This design comes from an exercise in tuning for small area, a short achievable clock period and few clock cycles on the open sky130 flow, not from production work.
Where RTL was checked, it was by simulation tests only, not by an equivalence proof against the original.
Function not checked in run 2: the RTL went through the layout flow alone.
Power is estimated from default activity; no workload was simulated.

==> design/flow/design.v <==
module fadd_a(input [15:0] a, input [15:0] b, output [45:0] p);
  wire [4:0] ea = a[14:10], eb = b[14:10];
  wire sa = a[15], sb = b[15];
  wire [4:0] d = ea - eb;
  wire swap = (eb > ea);
  wire sub = sa ^ sb;
  wire [4:0] E0 = swap ? eb : ea;
  wire [10:0] ma = {|ea, a[9:0]}, mb = {|eb, b[9:0]};
  wire [10:0] mbig = swap ? mb : ma;
  wire [10:0] msml = swap ? ma : mb;
  wire [25:0] al = {msml, 15'b0} >> d;
  wire spec = (&ea) | (&eb);
  wire sign = spec ? ((&ea) ? sa : sb) : (swap ? sb : sa);
  assign p = {spec, sign, E0, sub, mbig, al, sub & (|al[14:0])};
endmodule
module fadd_b(input [45:0] p, output [23:0] q);
  wire spec = p[45], sign = p[44];
  wire [4:0] E0 = p[43:39];
  wire sub = p[38];
  wire [10:0] mbig = p[37:27];
  wire [25:0] al = p[26:1];
  wire borrow = p[0];
  wire [14:0] x = al[14:0];
  wire [11:0] yv = {sub, al[25:15] ^ {11{sub}}};
  wire [12:0] sum = {1'b0, mbig, 1'b1} + {yv, sub & ~borrow};
  wire [11:0] hi = sum[12:1];
  wire z13 = (x[12:0] == 13'd0);
  wire o13 = (x[12:0] == 13'h1FFF);
  wire c14 = ~x[13] & z13;
  wire s13 = sub ? (~x[13] ^ z13) : x[13];
  wire s14 = sub ? (~x[14] ^ c14) : x[14];
  wire or121 = sub ? ~(z13 | o13) : (|x[12:1]);
  wire and121 = sub ? ((x[12:0] == 13'd1) | (x[12:0] == 13'd2)) : (&x[12:1]);
  assign q = {spec, sign, E0, hi, s14, s13, or121, and121, x[0]};
endmodule
module fadd_c(input [23:0] p, output [15:0] y);
  wire spec = p[23], sign = p[22];
  wire [4:0] E0 = p[21:17];
  wire [13:0] H = p[16:3];      
  wire or121 = p[2], and121 = p[1], s0 = p[0];
  wire [11:0] U = H[13:2];      
  wire s14 = H[1], s13 = H[0];
  wire or13_1 = s13 | or121;
  wire or13_0 = s13 | or121 | s0;
  wire or12_0 = or121 | s0;
  wire all14_0 = s14 & s13 & and121 & s0;
  wire all14_1 = s14 & s13 & and121;
  wire [4:0] Ep1 = E0 + 5'd1, Ep2 = E0 + 5'd2, Ep3 = E0 + 5'd3;
  wire e28 = (E0 >= 5'd28), e29 = (E0 >= 5'd29), e30 = (E0 == 5'd30);
  wire cZ = (U == 12'd0);
  wire cO = U[11];
  wire cN = ~U[11] & U[10];
  wire [9:0] frO = U[10:1];
  wire condO = U[0] & (s14 | or13_1 | U[1]);
  wire cyO = U[0] & all14_1;
  wire all1O = &frO, zeroO = (frO == 10'd0);
  wire [9:0] frOi = frO + 10'd1;
  wire [9:0] frN = U[9:0];
  wire condN = s14 & (or13_0 | U[0]);
  wire cyN = all14_0;
  wire all1N = &frN, zeroN = (frN == 10'd0);
  wire [9:0] frNi = frN + 10'd1;
  reg [3:0] lz;
  always @(*)
    casez (U[9:0])
      10'b1?????????: lz = 4'd1;
      10'b01????????: lz = 4'd2;
      10'b001???????: lz = 4'd3;
      10'b0001??????: lz = 4'd4;
      10'b00001?????: lz = 4'd5;
      10'b000001????: lz = 4'd6;
      10'b0000001???: lz = 4'd7;
      10'b00000001??: lz = 4'd8;
      10'b000000001?: lz = 4'd9;
      default:        lz = 4'd10;
    endcase
  wire [11:0] X = {U[9:0], s14, s13} << (lz - 4'd1);
  wire [9:0] frL = X[10:1];
  wire condL = U[9] & s13 & (or12_0 | s14);
  wire bumpL = condL & (U[8:0] == 9'd0) & ~s14;
  reg [4:0] EL;
  always @(*)
    casez (U[9:0])
      10'b1?????????: EL = bumpL ? E0 : E0 - 5'd1;
      10'b01????????: EL = E0 - 5'd2;
      10'b001???????: EL = E0 - 5'd3;
      10'b0001??????: EL = E0 - 5'd4;
      10'b00001?????: EL = E0 - 5'd5;
      10'b000001????: EL = E0 - 5'd6;
      10'b0000001???: EL = E0 - 5'd7;
      10'b00000001??: EL = E0 - 5'd8;
      10'b000000001?: EL = E0 - 5'd9;
      default:        EL = E0 - 5'd10;
    endcase
  reg [4:0] E; reg [9:0] F; reg ovf;
  always @(*) begin
    if (cZ) begin
      E = all14_0 ? 5'd22 : 5'd0; F = 10'd0; ovf = 1'b0;
    end else if (cO) begin
      if (cyO & all1O) begin E = Ep3; F = 10'd0; ovf = e28; end
      else if (condO & zeroO & ~cyO) begin E = Ep2; F = frO; ovf = e29; end
      else begin E = Ep1; F = cyO ? frOi : frO; ovf = e30; end
    end else if (cN) begin
      if (cyN & all1N) begin E = Ep2; F = 10'd0; ovf = e29; end
      else if (condN & zeroN & ~cyN) begin E = Ep1; F = frN; ovf = e30; end
      else begin E = E0; F = cyN ? frNi : frN; ovf = 1'b0; end
    end else begin
      E = EL; F = frL; ovf = 1'b0;
    end
  end
  assign y = (spec | ovf) ? {sign, 5'b11111, 10'd0} : {sign, E, F};
endmodule
module fmul_a(input [15:0] a, input [15:0] b, output [66:0] p);
  wire [4:0] ea = a[14:10], eb = b[14:10];
  wire zero = (ea == 5'd0 && a[9:0] == 10'd0) || (eb == 5'd0 && b[9:0] == 10'd0);
  wire [10:0] ma = {1'b1, a[9:0]}, mb = {1'b1, b[9:0]};
  wire [13:0] pp0 = ma * mb[2:0];
  wire [13:0] pp1 = ma * mb[5:3];
  wire [13:0] pp2 = ma * mb[8:6];
  wire [12:0] pp3 = ma * mb[10:9];
  wire ga = ea > 5'd15, gb = eb > 5'd15;
  wire [4:0] ea1 = ea - 5'd15, eb1 = eb - 5'd15;
  reg [5:0] s0, s1;
  always @(*) begin
    if (ga & gb) begin
      s0 = {1'b0, ea1} + {1'b0, eb1};
      s1 = {1'b0, ea1} + {1'b0, eb1} + 6'd1;
    end else if (ga) begin
      s0 = {1'b0, ea1} - {1'b0, eb};
      s1 = s0;
    end else if (gb) begin
      s0 = {1'b0, eb1} - {1'b0, ea};
      s1 = s0;
    end else begin
      s0 = 6'b110001;
      s1 = 6'b110001;
    end
  end
  wire [5:0] t0 = s0 + 6'd15, t1 = s1 + 6'd15;
  wire [4:0] x0 = t0[5] ? 5'b11111 : t0[4:0];
  wire [4:0] x1 = t1[5] ? 5'b11111 : t1[4:0];
  assign p = {zero, a[15] ^ b[15], x1, x0, pp3, pp2, pp1, pp0};
endmodule
module fmul_b(input [66:0] p, output [23:0] q);
  wire [21:0] prod = {p[54:42], 9'd0} + {2'd0, p[41:28], 6'd0} + {5'd0, p[27:14], 3'd0} + {8'd0, p[13:0]};
  assign q = {p[66:55], prod[21:10]};
endmodule
module fmul_c(input [23:0] p, output [15:0] y);
  wire zero = p[23], sign = p[22];
  wire [4:0] x1 = p[21:17], x0 = p[16:12];
  wire [11:0] ph = p[11:0];    
  assign y = zero ? 16'd0 : (ph[11] ? {sign, x1, ph[10:1]} : {sign, x0, ph[9:0]});
endmodule
module ScalarRegFile (clk, rst, ra1, ra2, rd1, rd2,
                      bw_en, bw_hi, bw_dst, bw_data,
                      ww_lo, ww_hi, ww_dst, ww_data, r7_en, r7_data);
  input clk, rst;
  input [2:0] ra1, ra2;
  output [15:0] rd1, rd2;
  input bw_en, bw_hi;
  input [2:0] bw_dst;
  input [7:0] bw_data;
  input ww_lo, ww_hi;
  input [2:0] ww_dst;
  input [15:0] ww_data;
  input r7_en;
  input [15:0] r7_data;
  wire [15:0] regs [0:7];
  assign rd1 = regs[ra1];
  assign rd2 = regs[ra2];
  genvar g;
  generate
    for (g = 0; g < 8; g = g + 1) begin : entry
      reg [15:0] q;
      assign regs[g] = q;
      always @(posedge clk)
        if (rst)
          q <= 16'h0000;
        else begin
          if (ww_lo && ww_dst == g)              q[7:0] <= ww_data[7:0];
          else if (g == 7 && r7_en)              q[7:0] <= r7_data[7:0];
          else if (bw_en && !bw_hi && bw_dst == g) q[7:0] <= bw_data;
          if (ww_hi && ww_dst == g)              q[15:8] <= ww_data[15:8];
          else if (g == 7 && r7_en)              q[15:8] <= r7_data[15:8];
          else if (bw_en && bw_hi && bw_dst == g)  q[15:8] <= bw_data;
        end
    end
  endgenerate
endmodule
module VectorRegFile (clk, we_l, wd_l, we_a, wd_a, heads);
  input clk;
  input [7:0] we_l, we_a;
  input [15:0] wd_l, wd_a;
  output [127:0] heads;
  genvar g;
  generate
    for (g = 0; g < 8; g = g + 1) begin : entry
      reg [255:0] q;
      wire [255:0] rot = {q[15:0], q[255:16]};
      always @(posedge clk)
        q <= {rot[255:240], we_l[g] ? wd_l : rot[239:224], rot[223:192],
              we_a[g] ? wd_a : rot[191:176], rot[175:0]};
      assign heads[16*g +: 16] = q[15:0];
    end
  endgenerate
endmodule
module CVP14(output [15:0] Addr, output RD, output WR, output V, output [15:0] dataOut,
             input Reset, input Clk1, input [15:0] DataIn);
localparam QD = 4;                   
localparam FQ = 11;                  
localparam MU_IDLE = 2'd0, MU_VLD = 2'd1, MU_VSTW = 2'd2, MU_VSTR = 2'd3;
localparam AU_VADD = 2'd0, AU_VDOT = 2'd1, AU_SMUL = 2'd2;
function ok_add;
  input [15:0] x;
  ok_add = (x[14:0] == 15'd0) | (x[14:10] >= 5'd10 && x[14:10] <= 5'd27);
endfunction
function [4:0] emax;
  input [4:0] m;
  input [15:0] x;
  emax = (x[14:10] > m) ? x[14:10] : m;
endfunction
function [4:0] lim_of;
  input [4:0] m;
  lim_of = (m == 5'd31) ? 5'd0 : ((m <= 5'd14) ? 5'd30 : 5'd44 - m);   
endfunction
function ok_mul;
  input [4:0] lim, e;
  ok_mul = (lim != 5'd0) & (e <= lim);
endfunction
reg rst;
always @(posedge Clk1) rst <= Reset;
reg [3:0] ph;                        
reg [7:0] zf;                        
reg [7:0] sa;                        
reg [4:0] mx [0:7];                  
reg [4:0] lm [0:7];                  
reg [15:0] addr_q, dout_q;
reg rd_q, wr_q, v_q, vflag;
reg [15:0] q [0:QD-1];
reg [2:0] qn;                        
reg [15:0] ir_pc, fpc;
reg f_act;                           
wire [15:0] ir = q[0];
wire ir_v = (qn != 3'd0);
reg [1:0] mu_st;
reg [3:0] mu_cnt;
reg [15:0] base;
reg [2:0] mu_reg;
reg ld_now, ld_last;                 
reg l_oka;
reg [4:0] l_mx;
reg [15:0] ld1;
reg ld1_v, ld_first, ld1_first, ld1_last;
reg [2:0] ld1_r;
reg sl_v, sl_wlo, sl_whi;
reg sl_known, sl_safe_q, sl_fp_q;    
reg [15:0] sl_pc;
reg [1:0] sl_op;
reg [2:0] sl_ra, sl_rb, sl_rd;
reg [15:0] sl_sc;
reg rd_busy, rd_act, vdot_wait, rd_us;
reg [1:0] rd_op;
reg [2:0] rd_ra, rd_rb, rd_rd;
reg [3:0] rd_cnt;
reg [4:1] sv, sfirst, slast, sus;
reg [1:0] sop [1:4];
reg [2:0] srd [1:4];
reg [15:0] x1, y1;
reg [45:0] fa_p;
reg [23:0] fb_p;
reg [66:0] ma_p;
reg [23:0] mb_p;
reg [15:0] wres;
reg a_oka;
reg [4:0] a_mx;
reg ldf_v, ldf_oka;                  
reg [2:0] ldf_r;
reg [4:0] ldf_mx;
reg f5_v, f5_oka;                    
reg [2:0] f5_rd;
reg [4:0] f5_mx;
reg us_busy, us_fin, us_vdot, ovf;
reg [15:0] us_pc;
reg [15:0] fq [0:FQ-1];
reg [3:0] fq_wp, fq_rp, fq_cnt;
reg [15:0] np;                       
reg np_v;
reg [15:0] acc;
reg [4:0] acc_k;
reg [1:0] acc_st;                    
reg vd_pend, vd_wlo, vd_whi, vd_wr;
reg [2:0] vd_rd;
reg [45:0] ca_p;
reg [23:0] cb_p;
integer k;
wire [3:0] op = ir[15:12];
wire is_vadd = (op == 4'd0);
wire is_vdot = (op == 4'd1);
wire is_smul = (op == 4'd2);
wire is_sst  = (op == 4'd3);
wire is_vld  = (op == 4'd4);
wire is_vst  = (op == 4'd5);
wire is_sll  = (op == 4'd6);
wire is_slh  = (op == 4'd7);
wire is_j    = (op == 4'd8);
wire is_au = is_vadd | is_vdot | is_smul;
wire is_mu = is_sst | is_vld | is_vst;
wire [2:0] f_d = ir[11:9], f_a = ir[8:6], f_b = ir[5:3];
wire [15:0] rx, ry;
wire [127:0] heads;
wire redirect = us_fin & ovf;
wire blocking_us = us_busy & ~(us_fin & ~ovf);        
wire s4_vec = sv[4] & (sop[4] != AU_VDOT);
function pend_w;
  input [2:0] r;
  pend_w = rd_busy & (rd_op != AU_VDOT) & (rd_rd == r);
endfunction
function au_wpend;
  input [2:0] r;
  au_wpend = (rd_busy & (rd_op != AU_VDOT) & (rd_rd == r)) |
             (sv[1] & (sop[1] != AU_VDOT) & (srd[1] == r)) |
             (sv[2] & (sop[2] != AU_VDOT) & (srd[2] == r)) |
             (sv[3] & (sop[3] != AU_VDOT) & (srd[3] == r)) |
             (s4_vec & (srd[4] == r)) | (f5_v & (f5_rd == r));
endfunction
function sl_w;
  input [2:0] r;
  sl_w = sl_v & (sl_op != AU_VDOT) & (sl_rd == r);
endfunction
function sl_r;
  input [2:0] r;
  sl_r = sl_v & ((sl_ra == r) | ((sl_op != AU_SMUL) & (sl_rb == r)));
endfunction
function flags_pend;
  input [2:0] r;
  flags_pend = au_wpend(r) | (vld_act & (mu_reg == r)) | (ld1_v & (ld1_r == r)) | (ldf_v & (ldf_r == r));
endfunction
function pend_s;
  input [2:0] r;
  pend_s = (vd_pend & (vd_wlo | vd_whi) & (vd_rd == r)) |
           (sl_v & (sl_op == AU_VDOT) & (sl_wlo | sl_whi) & (sl_rd == r));
endfunction
wire mu_free = (mu_st == MU_IDLE);
wire vld_act = (mu_st == MU_VLD) | ld_now;            
wire sl_haz = (vld_act & (mu_reg == sl_ra | (mu_reg == sl_rb & (sl_op != AU_SMUL)))) |
              ((mu_st == MU_VSTW) & (mu_reg == sl_rd) & (sl_op != AU_VDOT));
wire wait_rd_d = vdot_wait & (rd_ra == f_d | rd_rb == f_d);
wire sl_safe = (sl_op == AU_VADD) ? (sa[sl_ra] & sa[sl_rb]) :
               (sl_op == AU_VDOT) ? ok_mul(lm[sl_ra], mx[sl_rb]) :
                                    ok_mul(lm[sl_ra], sl_sc[14:10]);
wire sl_fp = flags_pend(sl_ra) | ((sl_op != AU_SMUL) & flags_pend(sl_rb));
wire sl_ok = sl_known & sl_safe_q;
wire blocking = blocking_us | (sl_v & ~sl_ok);
wire sl_start = sl_v & sl_known & ~rd_busy & ~sl_haz & ((sl_op != AU_VDOT) | ~vd_pend) & (sl_safe_q | ~sl_fp_q);
reg issue_ok;
always @(*) begin
  if (is_au)       issue_ok = ~sl_v & (~is_smul | ~pend_s(f_b));
  else if (is_vld) issue_ok = mu_free & ~pend_s(f_a) & ~pend_w(f_d) & ~wait_rd_d & ~sl_r(f_d) & ~sl_w(f_d);
  else if (is_vst) issue_ok = mu_free & ~ld_now & ~pend_s(f_a) & ~pend_w(f_d) & ~sl_w(f_d);
  else if (is_sst) issue_ok = mu_free & ~pend_s(f_a) & ~pend_s(f_d);
  else issue_ok = 1'b1;
end
wire issue = ir_v & ~blocking & ~redirect & issue_ok;
wire au_issue = issue & is_au;
wire mu_issue = issue & is_mu;
wire sll_vd = issue & is_sll & vd_pend & (vd_rd == f_d);
wire slh_vd = issue & is_slh & vd_pend & (vd_rd == f_d);
wire sll_sl = issue & is_sll & sl_v & (sl_op == AU_VDOT) & (sl_rd == f_d);
wire slh_sl = issue & is_slh & sl_v & (sl_op == AU_VDOT) & (sl_rd == f_d);
wire r7_en = redirect & ~(us_vdot & vd_rd == 3'd7);
wire r7_vd = r7_en & vd_pend & (vd_rd == 3'd7);
ScalarRegFile srf(.clk(Clk1), .rst(rst),
                  .ra1(f_a), .ra2(is_smul ? f_b : f_d), .rd1(rx), .rd2(ry),
                  .bw_en(issue & (is_sll | is_slh)), .bw_hi(is_slh), .bw_dst(f_d), .bw_data(ir[7:0]),
                  .ww_lo(vd_wr & vd_wlo & ~sll_vd & ~r7_vd), .ww_hi(vd_wr & vd_whi & ~slh_vd & ~r7_vd),
                  .ww_dst(vd_rd), .ww_data(acc),
                  .r7_en(r7_en), .r7_data(us_pc));
wire [7:0] we_l = ld1_v ? (8'd1 << ld1_r) : 8'd0;
wire [7:0] we_a = s4_vec ? (8'd1 << srd[4]) : 8'd0;
VectorRegFile vrf(.clk(Clk1), .we_l(we_l), .wd_l(ld1), .we_a(we_a), .wd_a(wres), .heads(heads));
wire [2:0] sel_a = rd_busy ? rd_ra : sl_ra;
wire [2:0] sel_b = rd_busy ? rd_rb : sl_rb;
wire [2:0] sel_c = mu_free ? f_d : mu_reg;
wire [15:0] va = zf[sel_a] ? 16'd0 : heads[16*sel_a +: 16];
wire [15:0] vb = zf[sel_b] ? 16'd0 : heads[16*sel_b +: 16];
wire [15:0] vc = zf[sel_c] ? 16'd0 : heads[16*sel_c +: 16];
wire [1:0] i_op = is_vadd ? AU_VADD : (is_vdot ? AU_VDOT : AU_SMUL);
wire sl_vdot = (sl_op == AU_VDOT);
wire first_read = (sl_start & (~sl_vdot | ph == 4'd0)) | (vdot_wait & ph == 4'd0);
wire read_now = first_read | rd_act;
wire read_last = rd_act & (rd_cnt == 4'd15);
wire [1:0] cur_op = sl_start ? sl_op : rd_op;
wire [2:0] cur_rd = sl_start ? sl_rd : rd_rd;
wire [45:0] fa_pn;
wire [23:0] fb_pn;
wire [66:0] ma_pn;
wire [23:0] mb_pn;
wire [15:0] fc_y, mc_y;
fadd_a ua1(.a(x1), .b(y1), .p(fa_pn));
fadd_b ua2(.p(fa_p), .q(fb_pn));
fadd_c ua3(.p(fb_p), .y(fc_y));
fmul_a um1(.a(x1), .b(y1), .p(ma_pn));
fmul_b um2(.p(ma_p), .q(mb_pn));
fmul_c um3(.p(mb_p), .y(mc_y));
always @(posedge Clk1) begin
  if (rst) begin
    rd_busy <= 1'b0; rd_act <= 1'b0; vdot_wait <= 1'b0; sl_v <= 1'b0;
    sv <= 4'd0;
    us_busy <= 1'b0; us_fin <= 1'b0; ovf <= 1'b0;
  end else begin
    if (us_fin) begin us_fin <= 1'b0; us_busy <= 1'b0; end
    else if (sv[4] & slast[4] & sus[4]) us_fin <= 1'b1;
    if (sl_start) sl_v <= 1'b0;
    sl_known <= sl_v & ~sl_start;
    sl_safe_q <= sl_safe;
    sl_fp_q <= sl_fp;
    if (sll_sl) sl_wlo <= 1'b0;
    if (slh_sl) sl_whi <= 1'b0;
    if (au_issue) begin
      sl_v <= 1'b1;
      sl_op <= i_op; sl_ra <= f_a; sl_rb <= f_b; sl_rd <= f_d; sl_sc <= ry; sl_pc <= ir_pc;
      sl_wlo <= 1'b1; sl_whi <= 1'b1;
    end
    if (sl_start) begin
      rd_busy <= 1'b1;
      rd_op <= sl_op; rd_ra <= sl_ra; rd_rb <= sl_rb; rd_rd <= sl_rd; rd_us <= ~sl_safe_q;
      if (~sl_safe_q) begin
        us_busy <= 1'b1; us_vdot <= sl_vdot; us_pc <= sl_pc; ovf <= 1'b0;
      end
      vdot_wait <= sl_vdot & (ph != 4'd0);
    end
    if (vdot_wait & ph == 4'd0) vdot_wait <= 1'b0;
    if (first_read) begin rd_act <= 1'b1; rd_cnt <= 4'd1; end
    else if (rd_act) begin rd_cnt <= rd_cnt + 4'd1; if (rd_cnt == 4'd15) rd_act <= 1'b0; end
    if (read_last) rd_busy <= 1'b0;
    sv <= {sv[3:1], read_now};
    if (sv[4] & (wres == 16'h7C00)) ovf <= 1'b1;
  end
end
always @(posedge Clk1) begin
  if (read_now) begin
    x1 <= va;
    if (cur_op != AU_SMUL) y1 <= vb;
    else if (sl_start) y1 <= sl_sc;
  end
  sfirst <= {sfirst[3:1], first_read};
  slast <= {slast[3:1], read_last};
  sus <= {sus[3:1], sl_start ? ~sl_safe_q : rd_us};
  sop[1] <= cur_op; sop[2] <= sop[1]; sop[3] <= sop[2]; sop[4] <= sop[3];
  srd[1] <= cur_rd; srd[2] <= srd[1]; srd[3] <= srd[2]; srd[4] <= srd[3];
  fa_p <= fa_pn;
  fb_p <= fb_pn;
  ma_p <= ma_pn;
  mb_p <= mb_pn;
  wres <= (sop[3] == AU_VADD) ? fc_y : mc_y;
  if (s4_vec) begin
    a_oka <= (a_oka | sfirst[4]) & ok_add(wres);
    a_mx <= emax(sfirst[4] ? 5'd0 : a_mx, wres);
  end
end
wire push = sv[4] & (sop[4] == AU_VDOT);
wire fq_has = (fq_cnt != 4'd0);
wire step = vd_pend & np_v & (acc_st == 2'd0) & (acc_k != 5'd16);
wire np_load_q = step & fq_has;                        
wire np_load_p = push & (step ? ~fq_has : ~np_v);       
wire fq_push = push & ~np_load_p;
wire [45:0] ca_pn;
wire [23:0] cb_pn;
wire [15:0] cc_y;
fadd_a uc1(.a(acc), .b(np), .p(ca_pn));
fadd_b uc2(.p(ca_p), .q(cb_pn));
fadd_c uc3(.p(cb_p), .y(cc_y));
always @(posedge Clk1) begin
  if (rst) begin
    vd_pend <= 1'b0; acc_st <= 2'd0; vd_wr <= 1'b0; np_v <= 1'b0;
  end else begin
    if (sll_vd | r7_vd) vd_wlo <= 1'b0;
    if (slh_vd | r7_vd) vd_whi <= 1'b0;
    if (sl_start & sl_vdot) begin
      vd_pend <= 1'b1; vd_rd <= sl_rd; vd_wlo <= sl_wlo & ~sll_sl; vd_whi <= sl_whi & ~slh_sl;
      acc_k <= 5'd0; fq_cnt <= 4'd0; fq_wp <= 4'd0; fq_rp <= 4'd0; np_v <= 1'b0;
    end else begin
      if (fq_push) fq_wp <= (fq_wp == FQ - 1) ? 4'd0 : fq_wp + 4'd1;
      if (np_load_q) fq_rp <= (fq_rp == FQ - 1) ? 4'd0 : fq_rp + 4'd1;
      fq_cnt <= fq_cnt + {3'd0, fq_push} - {3'd0, np_load_q};
      if (step) acc_k <= acc_k + 5'd1;
      if (np_load_q | np_load_p) np_v <= 1'b1;
      else if (step) np_v <= 1'b0;
    end
    acc_st <= {acc_st[0], step & (acc_k != 5'd0)};
    vd_wr <= acc_st[1] & (acc_k == 5'd16);
    if (vd_wr) vd_pend <= 1'b0;
  end
end
always @(posedge Clk1) begin
  if (fq_push) fq[fq_wp] <= wres;
  if (np_load_q) np <= fq[fq_rp];
  else if (np_load_p) np <= wres;
  ca_p <= ca_pn;
  cb_p <= cb_pn;
  if (step & (acc_k == 5'd0)) acc <= np;
  else if (acc_st[1]) acc <= cc_y;
end
wire [3:0] eoff0 = is_vld ? ph + 4'd1 : 4'd0;
wire [6:0] soff = {ir[5], ir[5:0]} + {3'd0, eoff0};
wire [15:0] addr_now = rx + {{9{soff[6]}}, soff};
wire [15:0] base_now = rx + {{10{ir[5]}}, ir[5:0]};
reg c_port, c_rd, c_wr, c_ld, c_ld_last;
reg [3:0] c_eoff, c_cnt;
reg [1:0] c_st;
always @(*) begin
  c_port = 1'b0; c_rd = 1'b0; c_wr = 1'b0; c_ld = 1'b0; c_ld_last = 1'b0;
  c_eoff = 4'd0; c_st = mu_st; c_cnt = mu_cnt;
  case (mu_st)
    MU_VLD: begin
      c_port = 1'b1; c_rd = 1'b1; c_ld = 1'b1; c_eoff = ph + 4'd1;
      c_cnt = mu_cnt + 4'd1;
      if (mu_cnt == 4'd15) begin c_st = MU_IDLE; c_ld_last = 1'b1; end
    end
    MU_VSTW:
      if (ph == 4'd0) begin
        c_port = 1'b1; c_wr = 1'b1; c_st = MU_VSTR;
      end
    MU_VSTR: begin
      c_port = 1'b1; c_wr = 1'b1; c_eoff = ph;
      if (ph == 4'd15) c_st = MU_IDLE;
    end
    default: ;
  endcase
end
wire [15:0] c_addr = base + {12'd0, c_eoff};
wire i_port = is_vld | is_sst | (is_vst & (ph == 4'd0));
wire [1:0] i_st = is_vld ? MU_VLD : (is_vst ? ((ph == 4'd0) ? MU_VSTR : MU_VSTW) : MU_IDLE);
wire n_mu_port = mu_issue ? i_port : c_port;
wire n_mu_rd = mu_issue ? is_vld : c_rd;
wire n_mu_wr = mu_issue ? (is_sst | is_vst) : c_wr;
wire n_ld = mu_issue ? is_vld : c_ld;
wire n_ld_last = ~mu_issue & c_ld_last;
wire [1:0] n_mu_st = mu_issue ? i_st : c_st;
wire [3:0] n_mu_cnt = mu_issue ? 4'd1 : c_cnt;
wire [15:0] n_dout = (mu_issue & is_sst) ? ry : vc;
wire [15:0] n_mu_addr = mu_issue ? addr_now : c_addr;
wire flush = redirect | (issue & is_j);
wire [15:0] jt = ir_pc + {{4{ir[11]}}, ir[11:0]};
wire [15:0] jt1 = ir_pc + {{4{ir[11]}}, ir[11:0]} + 16'd1;
wire [15:0] target = redirect ? 16'hFFF0 : jt;
wire [15:0] target1 = redirect ? 16'hFFF1 : jt1;
wire [15:0] fpc1 = fpc + 16'd1;
wire arrive = f_act & ~flush;
wire [2:0] qn_a = qn + {2'd0, arrive};                
wire [2:0] qn_b = qn - {2'd0, ~arrive};               
wire [2:0] n_qn = flush ? 3'd0 : (issue ? qn_b : qn_a);
wire room_a = (qn_a != QD);
wire f_if_issue = ~c_port & ~(is_mu & i_port);        
wire f_no_issue = ~c_port & (redirect | room_a);
wire n_f_act = issue ? f_if_issue : f_no_issue;
wire [15:0] fetch_addr = flush ? target : fpc;
wire n_vflag = redirect | (vflag & ~issue);
always @(posedge Clk1) begin
  if (rst) begin
    ph <= 4'd0;
    zf <= 8'hFF; sa <= 8'hFF;
    for (k = 0; k < 8; k = k + 1) begin mx[k] <= 5'd0; lm[k] <= 5'd30; end
    ldf_v <= 1'b0;
    qn <= 3'd0; ir_pc <= 16'd0; fpc <= 16'd1; f_act <= 1'b1;
    addr_q <= 16'd0; rd_q <= 1'b1; wr_q <= 1'b0; v_q <= 1'b0; vflag <= 1'b0;
    mu_st <= MU_IDLE; ld_now <= 1'b0; ld_last <= 1'b0; ld1_v <= 1'b0; ld1_last <= 1'b0;
    f5_v <= 1'b0;
  end else begin
    ph <= ph + 4'd1;
    qn <= n_qn;
    ir_pc <= flush ? target : (issue ? ir_pc + 16'd1 : ir_pc);
    fpc <= flush ? (n_f_act ? target1 : target) : (n_f_act ? fpc1 : fpc);
    f_act <= n_f_act;
    addr_q <= n_mu_port ? n_mu_addr : fetch_addr;
    rd_q <= n_mu_port ? n_mu_rd : n_f_act;
    wr_q <= n_mu_port & n_mu_wr;
    vflag <= n_vflag;
    v_q <= n_vflag & ~n_mu_port & n_f_act;    
    mu_st <= n_mu_st; mu_cnt <= n_mu_cnt;
    ld_now <= n_ld; ld_last <= n_ld_last;
    ld1_v <= ld_now; ld1_r <= mu_reg;
    ld_first <= mu_issue & is_vld;
    ld1_first <= ld_first; ld1_last <= ld_last;
    if (ld1_v) begin
      l_oka <= (l_oka | ld1_first) & ok_add(ld1);
      l_mx <= emax(ld1_first ? 5'd0 : l_mx, ld1);
    end
    if (ld_last) zf[mu_reg] <= 1'b0;
    ldf_v <= ld1_last & ~au_wpend(ld1_r) & ~sl_w(ld1_r);
    ldf_r <= ld1_r;
    ldf_oka <= (l_oka | ld1_first) & ok_add(ld1);
    ldf_mx <= emax(ld1_first ? 5'd0 : l_mx, ld1);
    if (ldf_v & ~au_wpend(ldf_r) & ~sl_w(ldf_r)) begin
      sa[ldf_r] <= ldf_oka;
      mx[ldf_r] <= ldf_mx;
      lm[ldf_r] <= lim_of(ldf_mx);
    end
    f5_v <= s4_vec & slast[4];
    f5_rd <= srd[4];
    f5_oka <= (a_oka | sfirst[4]) & ok_add(wres);
    f5_mx <= emax(sfirst[4] ? 5'd0 : a_mx, wres);
    if (f5_v & ~((rd_busy & (rd_op != AU_VDOT) & (rd_rd == f5_rd)) |
                 (sv[1] & (sop[1] != AU_VDOT) & (srd[1] == f5_rd)) |
                 (sv[2] & (sop[2] != AU_VDOT) & (srd[2] == f5_rd)) |
                 (sv[3] & (sop[3] != AU_VDOT) & (srd[3] == f5_rd)) |
                 (s4_vec & (srd[4] == f5_rd)) |
                 (vld_act & (mu_reg == f5_rd)) | (ld1_v & (ld1_r == f5_rd)) | sl_w(f5_rd))) begin
      sa[f5_rd] <= f5_oka;
      mx[f5_rd] <= f5_mx;
      lm[f5_rd] <= lim_of(f5_mx);
    end
    if (read_last & (rd_op != AU_VDOT)) zf[rd_rd] <= 1'b0;
    if (mu_issue & is_vld) begin
      sa[f_d] <= 1'b0; mx[f_d] <= 5'd31; lm[f_d] <= 5'd0;
    end
    if (sl_start & ~sl_vdot) begin
      sa[sl_rd] <= 1'b0; mx[sl_rd] <= 5'd31; lm[sl_rd] <= 5'd0;
    end
  end
end
wire [QD-1:0] at_a = arrive ? (1 << qn) : {QD{1'b0}};
wire [QD-1:0] at_b = arrive ? (1 << (qn - 3'd1)) : {QD{1'b0}};
always @(posedge Clk1) begin
  for (k = 0; k < QD; k = k + 1)
    if (issue ? at_b[k] : at_a[k]) q[k] <= DataIn;
    else if (issue && k < QD - 1) q[k] <= q[k + 1];
end
always @(posedge Clk1) begin
  if (mu_issue) begin base <= base_now; mu_reg <= f_d; end
  dout_q <= n_dout;
  ld1 <= DataIn;
end
assign Addr = addr_q;
assign RD = rd_q;
assign WR = wr_q;
assign V = v_q;
assign dataOut = dout_q;
endmodule
==> design/flow/run.sh <==
#!/bin/bash
# synth_recipe.tcl (not shown) runs the flow's synth.tcl, then flattens the netlist and writes it again
# the make line also repeats each setting of config.mk as NAME=value (left out here)
make -C /OpenROAD-flow-scripts/flow DESIGN_CONFIG=/design/flow/config.mk WORK_HOME=/design/flow/orfs CLKGATE_MAP_FILE= SYNTH_SCRIPT=/design/flow/synth_recipe.tcl finish
==> design/flow/config.mk <==
export PLATFORM = sky130hd
export DESIGN_NAME = CVP14
export DESIGN_NICKNAME = CVP14
export VERILOG_FILES = /design/flow/design.v
export SDC_FILE = /design/flow/constraint.sdc
export NUM_CORES = 8
export LEC_CHECK = 0
export CAP_MARGIN = 30
export CORE_MARGIN = 2
export CORE_UTILIZATION = 40
export SLEW_MARGIN = 30
==> design/flow/constraint.sdc <==
create_clock -name core_clock -period 20.0 [get_ports {Clk1}]
set_input_delay 4.0000 -clock core_clock [delete_from_list [all_inputs] [get_ports {Clk1}]]
set_output_delay 4.0000 -clock core_clock [all_outputs]
set_load 0.01 [all_outputs]
==> results of run 1 <==
==> routing by layer <==
layer	global-route usage	up-vias	share of wire
met5	0	-	0.000044
met4	0.0739	2	0.036
met3	0.0380	492	0.066
met2	0.319	2259	0.44
met1	0.291	34400	0.46
li1	-	32300	-
==> layout make-up <==
class | count | area, µm² | share of cell area
timing repair buffer | 198 | 1740 | 0.0139
multi-input combinational | 5228 | 39800 | 0.318
clock inverter | 115 | 1290 | 0.0104
antenna | 8 | 20.0 | 0.000160
sequential | 3139 | 67500 | 0.540
clock buffer | 442 | 9230 | 0.0738
inverter | 255 | 957 | 0.00765
tap | 3589 | 4490 | 0.0359
==> cells in the mapped netlist (all sizes together), types with 49 or more instances <==
master	instances	share of area
a211oi	129	0.0090
a21o	58	0.0040
a21oi	344	0.016
a22oi	49	0.0034
and2	65	0.0037
and3	70	0.0040
buf	122	0.0058
clkbuf	358	0.012
dfxtp	2674	0.49
edfxtp	465	0.13
fa	64	0.012
ha	304	0.035
inv	251	0.0086
mux2	333	0.034
mux2i	227	0.021
mux4	189	0.039
nand2	795	0.027
nand2b	63	0.0036
nand3	192	0.0090
nand4	67	0.0038
nor2	560	0.019
nor2b	65	0.0037
nor3	116	0.0055
nor4	59	0.0037
o21ai	350	0.016
o22ai	52	0.0030
xnor2	225	0.018
xor2	202	0.016
==> stage by stage <==
stage | hold WS (ns) | instances
2_1_floorplan | 0.310 | 9102
5_1_grt | 0.302 | 13000
6_report | 0.299 | 13000
3_5_place_dp | 0.312 | 12400
4_1_cts | 0.290 | 13000
3_3_place_gp | 0.310 | 12400
==> kinds of logic (layout without fill, tap and decap cells) <==
group | count (synthesis) | after routing | share of synthesized area
compound gates | 1495 | 1495 | 0.0912
xor+xnor | 427 | 427 | 0.0340
fa+ha+maj | 368 | 368 | 0.0463
buf+inv | 735 | 1010 | 0.0268
flops | 3139 | 3139 | 0.614
mux | 749 | 749 | 0.0939
other cells | 0 | 8 | 0
simple gates | 2189 | 2189 | 0.0934
==> power groups by stage <==
stage / Sequential (mW) / Clock, mW / Combinational [mW]
finish: 7.48 / 5.94 / 4.52
global route: 7.53 / 6.31 / 4.90
CTS: 7.48 / 6.06 / 4.51
detailed placement: 7.61 / 0 / 4.49
global placement: 7.60 / 0 / 4.41
floorplan: 7.41 / 0 / 3.06
==> how the worst min path moves through the flow <==
stage                              from                   to  slack [ns]  depth (start not counted)
finish               vrf.entry[1].q[63]   vrf.entry[1].q[47]        0.30                          0
detailed placement  vrf.entry[2].q[186]  vrf.entry[2].q[170]        0.31                          0
global placement     vrf.entry[3].q[43]   vrf.entry[3].q[27]        0.31                          0
global route        vrf.entry[1].q[116]  vrf.entry[1].q[100]        0.30                          0
CTS                 vrf.entry[7].q[187]  vrf.entry[7].q[171]        0.29                          0
floorplan                      ca_p[39]             cb_p[17]        0.31                          0
==> cells in the final DEF (no fill, tap or decap), drive strengths merged, types with 26 or more instances in the layout <==
cell type | Yosys | routed
edfxtp | 465 | 465
a22oi | 49 | 49
nor2b | 65 | 65
o31ai | 26 | 26
a31oi | 46 | 46
mux2 | 333 | 333
nor4 | 59 | 59
clkbuf | 358 | 443
o21ai | 350 | 350
a211oi | 129 | 129
nand3 | 192 | 192
clkdlybuf4s50 | 0 | 52
xnor2 | 225 | 225
a221oi | 33 | 33
and2 | 65 | 65
a21oi | 344 | 344
a222oi | 48 | 48
o211a | 27 | 27
nor2 | 560 | 560
o22ai | 52 | 52
fa | 64 | 64
dfxtp | 2674 | 2674
and3 | 70 | 70
clkinv | 4 | 68
nor3 | 116 | 116
a311oi | 45 | 45
a22o | 32 | 32
mux2i | 227 | 227
o21a | 33 | 33
inv | 251 | 268
nand2 | 795 | 795
ha | 304 | 304
nand4 | 67 | 67
mux4 | 189 | 189
xor2 | 202 | 202
buf | 122 | 145
nand2b | 63 | 63
a21o | 58 | 58
o211ai | 26 | 26
or3 | 34 | 34
==> run notes, run 1 <==
GRT Resource Usage Total=0.207; power per cell area=143 nW/µm²; sw power=5.75 mW; post-route minimum period=5.73 ns; Largest register FFs=2048; Routed Wire Length=295 mm; startpoint type of the worst setup path=register; largest registers in the final layout=vrf.entry.q: 2048 flops, fq: 176 flops, srf.entry.q: 128 flops; CTS buffer count=311; endpoint class of the critical path=output port; number of max-slew violations in the final report=0; dominant synthesized flop cell=dfxtp_1; initial antenna violation count=10; Biggest register=vrf.entry.q; floorplan die height=528 µm; syn_nets=9488; min-delay worst type=register to register; final hold violations=0; Pint=12.2 mW; pin count of the biggest net entering global routing=124; clock share of power=0.331; count of max-cap constraint violations=0; num ports=53; worst-case register-to-register setup slack=14.29 ns; number of cells on the worst reg-to-reg path=17; static power due to leakage=48.5 nW; total iterations of the first detailed-routing run=7; sequential cell fraction of total power=0.417; unrepaired setup endpoints after global routing=false; Slew HR=0.273; switching share of power=0.321; placed wire-length estimate=198 mm; vias in the first global route=68300; top fanout value on the critical path=1; hold buffer count at CTS=0; Floorplan Core Area=273000 µm²; number of failing setup endpoints in the final timing report=0; average routed wire per standard cell=22.8 µm; total vias in the final route=69400; floorplan die area=279000 µm²; clock tree from TritonCTS=done; Worst Setup Slack post-DPL=14.32 ns; ordered cell list for the critical path=clkdlybuf4s50_1; layout net count=9519; utilization after layout=0.457; worst setup path startpoint=addr_q[14]; required time worst endpoint=16.00 ns; final worst-path cycle share=0.286; master of the slowest instance on the critical path=clkdlybuf4s50_1; Stages on worst setup path=1; Resized Gates After CTS=0; critical path data arrival time=1.73 ns; initial core utilization=0.402; part of the total power dissipated in combinational logic=0.252; standard-cell rows=192; placed inst area=114000 µm²; summed instance area of the synthesized netlist=110000 µm²; maximum VDD drop=0.131 mV; Buf+Inv Stages, Crit Path=1; maximum clock frequency=0.175 GHz; end of the critical path=Addr[14]; transition time at the pin with the least slew margin=1.08 ns; first-pass GRT wire length=441 mm; number of buffer cells added on primary ports=52; final weighted congestion of routability-driven global placement=0.911; Sum Neg Setup Slack=0 ns; number of H-tree levels=5; mean number of vias per cell=5.35; Clock Tree Buf Depth=4; fillers=24400; number of enable flip-flop cells after synthesis=465; Clock Sink Count=3139; DRT iter0 DRCs=6327; area of all placed cells without fillers=125000 µm²; number of distinct library cell variants in the gate-level netlist after synthesis=114; clock edge transition at the registers on the reported setup and hold paths=0.06 ns; classification of the worst setup path=register to output port; PnR worst setup slack=14.27 ns; fraction of synthesis flops using an asynchronous set or reset pin=0; largest incremental delay on the critical path=0.56 ns; end of the worst register-to-register path=fpc[7]; horizontal extent of the die=528 µm; number of standard cells after synthesis=9102; total design power=17.9 mW; startpoint of the most critical register-to-register path=rd_busy; DRC violations left=0; Worst-Skew Late Latency=0.86 ns; synthesis warning total=9; status=no timing/DRC/antenna violations; gate family responsible for the most delay along the worst path=buffers and inverters; clock root buffer master=clkbuf_16; per-instance average area after synthesis=12.1 µm²; area growth from synthesis to layout=13.8%; post-synthesis sequential element count=3139; share of synthesized area occupied by flip-flops and latches=0.614; number of buffers added for setup after CTS=0; remaining number of nets flagged by the antenna check after routing=0; layout cells sized above 1=0.140; setup skew after layout=0.0713 ns; Remaining Overflow, GRT=0
Testbench counts, summed over its fixed seeds: cycles 88,620.
==> run 2: changes to the inputs <==
--- a/design/flow/design.v
+++ b/design/flow/design.v
@@ -290,8 +290,6 @@
 reg [1:0] acc_st;                    
 reg vd_pend, vd_wlo, vd_whi, vd_wr;
 reg [2:0] vd_rd;
-reg [45:0] ca_p;
-reg [23:0] cb_p;
 integer k;
 wire [3:0] op = ir[15:12];
 wire is_vadd = (op == 4'd0);
@@ -396,7 +394,8 @@
 wire [66:0] ma_pn;
 wire [23:0] mb_pn;
 wire [15:0] fc_y, mc_y;
-fadd_a ua1(.a(x1), .b(y1), .p(fa_pn));
+wire acc_go;
+fadd_a ua1(.a(acc_go ? acc : x1), .b(acc_go ? np : y1), .p(fa_pn));
 fadd_b ua2(.p(fa_p), .q(fb_pn));
 fadd_c ua3(.p(fb_p), .y(fc_y));
 fmul_a um1(.a(x1), .b(y1), .p(ma_pn));
@@ -460,16 +459,12 @@
 end
 wire push = sv[4] & (sop[4] == AU_VDOT);
 wire fq_has = (fq_cnt != 4'd0);
-wire step = vd_pend & np_v & (acc_st == 2'd0) & (acc_k != 5'd16);
+wire step = vd_pend & np_v & (acc_st == 2'd0) & (acc_k != 5'd16) &
+            ((acc_k == 5'd0) | ~(sv[1] & (sop[1] == AU_VADD)));
+assign acc_go = step & (acc_k != 5'd0);
 wire np_load_q = step & fq_has;                        
 wire np_load_p = push & (step ? ~fq_has : ~np_v);       
 wire fq_push = push & ~np_load_p;
-wire [45:0] ca_pn;
-wire [23:0] cb_pn;
-wire [15:0] cc_y;
-fadd_a uc1(.a(acc), .b(np), .p(ca_pn));
-fadd_b uc2(.p(ca_p), .q(cb_pn));
-fadd_c uc3(.p(cb_p), .y(cc_y));
 always @(posedge Clk1) begin
   if (rst) begin
     vd_pend <= 1'b0; acc_st <= 2'd0; vd_wr <= 1'b0; np_v <= 1'b0;
@@ -496,10 +491,8 @@
   if (fq_push) fq[fq_wp] <= wres;
   if (np_load_q) np <= fq[fq_rp];
   else if (np_load_p) np <= wres;
-  ca_p <= ca_pn;
-  cb_p <= cb_pn;
   if (step & (acc_k == 5'd0)) acc <= np;
-  else if (acc_st[1]) acc <= cc_y;
+  else if (acc_st[1]) acc <= fc_y;
 end
 wire [3:0] eoff0 = is_vld ? ph + 4'd1 : 4'd0;
 wire [6:0] soff = {ir[5], ir[5:0]} + {3'd0, eoff0};
==> design/flow/config.mk (replaced) <==
export PLATFORM = sky130hd
export DESIGN_NAME = CVP14
export DESIGN_NICKNAME = CVP14
export VERILOG_FILES = /design/flow/design.v
export SDC_FILE = /design/flow/constraint.sdc
export NUM_CORES = 8
export LEC_CHECK = 0
export CAP_MARGIN = 50
export CORE_MARGIN = 2
export CORE_UTILIZATION = 40
export CTS_BUF_LIST = sky130_fd_sc_hd__clkbuf_8
export CTS_CLUSTER_SIZE = 30
export SLEW_MARGIN = 50
==> run 2 against run 1 <==
  * Synthesized cell count fell by 5.1%
  * Sequential power fell by 2.9%
  * Hold slack got worse by 0.030 ns
  * Design area fell by 4.2%
  * First-iteration DRC count rose by 0.43%
  * Clock power fell by 12%
  * Maximum frequency fell by 7.5%
  * Critical endpoint is now fa_p[0]
  * Largest cell class unchanged
  * Largest power group unchanged
  * Highest routed layer unchanged
==> run notes, run 2 <==
status=no timing/DRC/antenna violations; Biggest register=vrf.entry.q; count of max-cap constraint violations=0; post-route minimum period=6.19 ns; largest incremental delay on the critical path=0.59 ns; final hold violations=0; synthesis warning total=9; mean number of vias per cell=5.27; master of the slowest instance on the critical path=buf_4; remaining number of nets flagged by the antenna check after routing=0; total iterations of the first detailed-routing run=7; critical path data arrival time=7.02 ns; DRC violations left=0; ordered cell list for the critical path=nand4bb_1 > nor3_2 > buf_4 > mux2i_1 > inv_1 > ha_2 > a21boi_0 > o22ai_1 > a221o_1 > a31oi_4 > buf_4 > mux2_2 > a2bb2oi_1 > a21oi_1 > a221oi_1 > o2111ai_1 > nor4_1 > a21boi_1; share of synthesized area occupied by flip-flops and latches=0.631; end of the worst register-to-register path=fa_p[0]; sw power=5.65 mW; top cell type's share of synthesized area=0.498; number of cells on the worst reg-to-reg path=18; Clock Tree Buf Depth=4; Buf+Inv Stages, Crit Path=3; total vias in the final route=67200; floorplan die height=516 µm; Sum Neg Setup Slack=0 ns; min-delay worst type=register to register; number of max-slew violations in the final report=0; pin count of the biggest net entering global routing=97; clock root buffer master=clkbuf_8; area growth from synthesis to layout=14.3%; number of buffers added for setup after CTS=0; post-synthesis sequential element count=3070; Worst-Skew Late Latency=1.00 ns; hold depth=0; dominant synthesized flop cell=dfxtp_1; layout cells sized above 1=0.161; commonest non-fill, non-tap cell in the layout=dfxtp_1; startpoint type of the worst setup path=register; number of failing setup endpoints in the final timing report=0; average routed wire per standard cell=22.9 µm; number of distinct library cell variants in the gate-level netlist after synthesis=105; floorplan die area=266000 µm²; transition time at the pin with the least slew margin=0.821 ns; crit-path most repeated cell=buf_4; part of the total power dissipated in combinational logic=0.263; horizontal extent of the die=516 µm; first-pass GRT wire length=431 mm; largest registers in the final layout=vrf.entry.q: 2048 flops, fq: 176 flops, srf.entry.q: 128 flops; final weighted congestion of routability-driven global placement=0.920; Largest register FFs=2048; maximum VDD drop=0.110 mV; sequential cell fraction of total power=0.429; Routed Wire Length=292 mm; capture endpoint of the worst hold path=vrf.entry[5].q[205]; switching share of power=0.333; GRT Resource Usage Total=0.215; placed wire-length estimate=196 mm; setup skew after layout=0.0869 ns; classification of the worst setup path=register to register; Synth area leaders=dfxtp_1 50%, edfxtp_1 13%, mux4_2 3.6%; Worst Hold Launch=vrf.entry[5].q[221]; clock edge transition at the registers on the reported setup and hold paths=0.07 ns; Remaining Overflow, GRT=0; number of standard cells after synthesis=8640; num ports=53; number of buffer cells added on primary ports=52; endpoint class of the critical path=register; hold buffer count at CTS=0; PnR worst setup slack=13.81 ns; clock tree from TritonCTS=done; Resized Gates After CTS=0; most used cells in the layout excluding fill and tap cells=2590 x dfxtp_1, 804 x nand2_1, 577 x clkbuf_8, 500 x nor2_1, 465 x edfxtp_1; summed instance area of the synthesized netlist=105000 µm²; initial core utilization=0.403; Floorplan Core Area=260000 µm²; Clock Sink Count=3070; CTS buffer count=459; standard-cell rows=187; syn_nets=8979; required time worst endpoint=20.83 ns; worst-case register-to-register setup slack=13.81 ns; startpoint of the most critical register-to-register path=vd_pend; Slew HR=0.437; number of enable flip-flop cells after synthesis=465; per-instance average area after synthesis=12.1 µm²; initial antenna violation count=23; Pint=11.3 mW; top post-synthesis cells by count=2605 x dfxtp_1, 811 x nand2_1, 506 x nor2_1; number of H-tree levels=5; top fanout value on the critical path=58; gate family responsible for the most delay along the worst path=compound AO/OA/AOI/OAI gates; final worst-path cycle share=0.310; maximum clock frequency=0.161 GHz; Yosys top cell by area=dfxtp_1; cell with the most instances after synthesis=dfxtp_1; unrepaired setup endpoints after global routing=false; vias in the first global route=66100; power per cell area=142 nW/µm²; layout net count=9238; Worst Setup Slack post-DPL=13.90 ns; clock share of power=0.309; DRT iter0 DRCs=6354; fraction of synthesis flops using an asynchronous set or reset pin=0; static power due to leakage=47.3 nW
run 2: cell types whose count changed after synthesis, moves of 35 or more:
cell      before   now
dfxtp_1     2674  2605
xnor2_1      225   170
nor2_1       558   506
a21oi_1      343   295
mux2_2       323   276
nand3_1      189   232
ha_1         304   262
a211oi_1     124    89
run 2: power by group through the flow:
| stage | registers [mW] | logic, mW | clock network (mW) |
|---|---|---|---|
| 6_report | 7.26 | 4.45 | 5.23 |
| 3_3_place_gp | 7.40 | 4.28 | 0 |
| 2_1_floorplan | 7.23 | 2.86 | 0 |
| 4_1_cts | 7.26 | 4.42 | 5.35 |
| 3_5_place_dp | 7.39 | 4.39 | 0 |
| 5_1_grt | 7.31 | 4.80 | 5.62 |
run 2: cell type report:
class | count | area [µm²]
fillers | 23600 | 140000
flip-flops and latches | 3070 | 66100
multi-input cells | 4877 | 36700
clock buffers | 576 | 7930
well taps | 3496 | 4370
repair buffers | 244 | 2030
clock inverters | 250 | 1670
inverters | 247 | 927
diodes | 5 | 12.5
run 2: worst max-delay path by stage:
stage | slack [ns] | start | end | cells after the start
final | 13.81 | vd_pend | fa_p[0] | 18
after global placement | 13.92 | vd_pend | fa_p[0] | 18
after global routing | 13.38 | vd_pend | fa_p[0] | 18
after CTS | 13.91 | vd_pend | fa_p[0] | 18
after detailed placement | 13.90 | vd_pend | fa_p[0] | 18
after floorplan | 14.58 | acc_k[0] | fa_p[0] | 23
run 2: cell families after synthesis:
group / Yosys count / share of synthesized area
xor+xnor: 367 / 0.0307
fa+ha+maj: 321 / 0.0426
flops: 3070 / 0.631
mux: 697 / 0.0904
simple gates: 2142 / 0.0939
compound gates: 1350 / 0.0861
buf+inv: 693 / 0.0254
run 2: per-layer routing:
metal,part of all wire,routed length [µm],global-route usage
met2,0.45,130000,0.332
met3,0.066,19400,0.0359
met1,0.46,134000,0.305
met5,0.00010,30,0
met4,0.030,8720,0.0687
run 2: per-stage QoR:
| step | cells | cell area (µm²) | power [mW] | hold WS (ns) | utilization |
|---|---|---|---|---|---|
| 4_1_cts | 12800 | 120000 | 17.0 | 0.265 | 0.460 |
| 6_report | 12800 | 120000 | 16.9 | 0.269 | 0.460 |
| 5_1_grt | 12800 | 120000 | 17.7 | 0.274 | 0.460 |
| 2_1_floorplan | 8640 | 105000 | 10.1 | 0.310 | - |
| 3_5_place_dp | 11900 | 110000 | 11.8 | 0.312 | 0.423 |
| 3_3_place_gp | 11900 | 109000 | 11.7 | 0.310 | 0.420 |

==> port drivers added, routing unchanged <==
In the flow no input, the clock included, has a driving cell. The finished layouts below were timed again as built, in two steps. Step 1 assumes that a clkbuf_16 drives the clock port and a buf_2 every other input. Step 2 moves the port delays by t, midway between the first and last clock arrival at a register: inputs arrive t later, outputs are due t later. That takes back most of the time a late clock gives input paths. Three values: no drivers, after step 1, after step 2; two values: the first two.
run	shift t [ns]	slack for setup (ns)	worst setup path after step 2	worst slew at a driven data input, ns
run 1	0.920	14.271 / 14.182 / 14.288	register to register	0.05
run 2	1.043	13.806 / 13.806 / 13.806	register to register	0.05
After both steps every run listed still meets setup and hold.
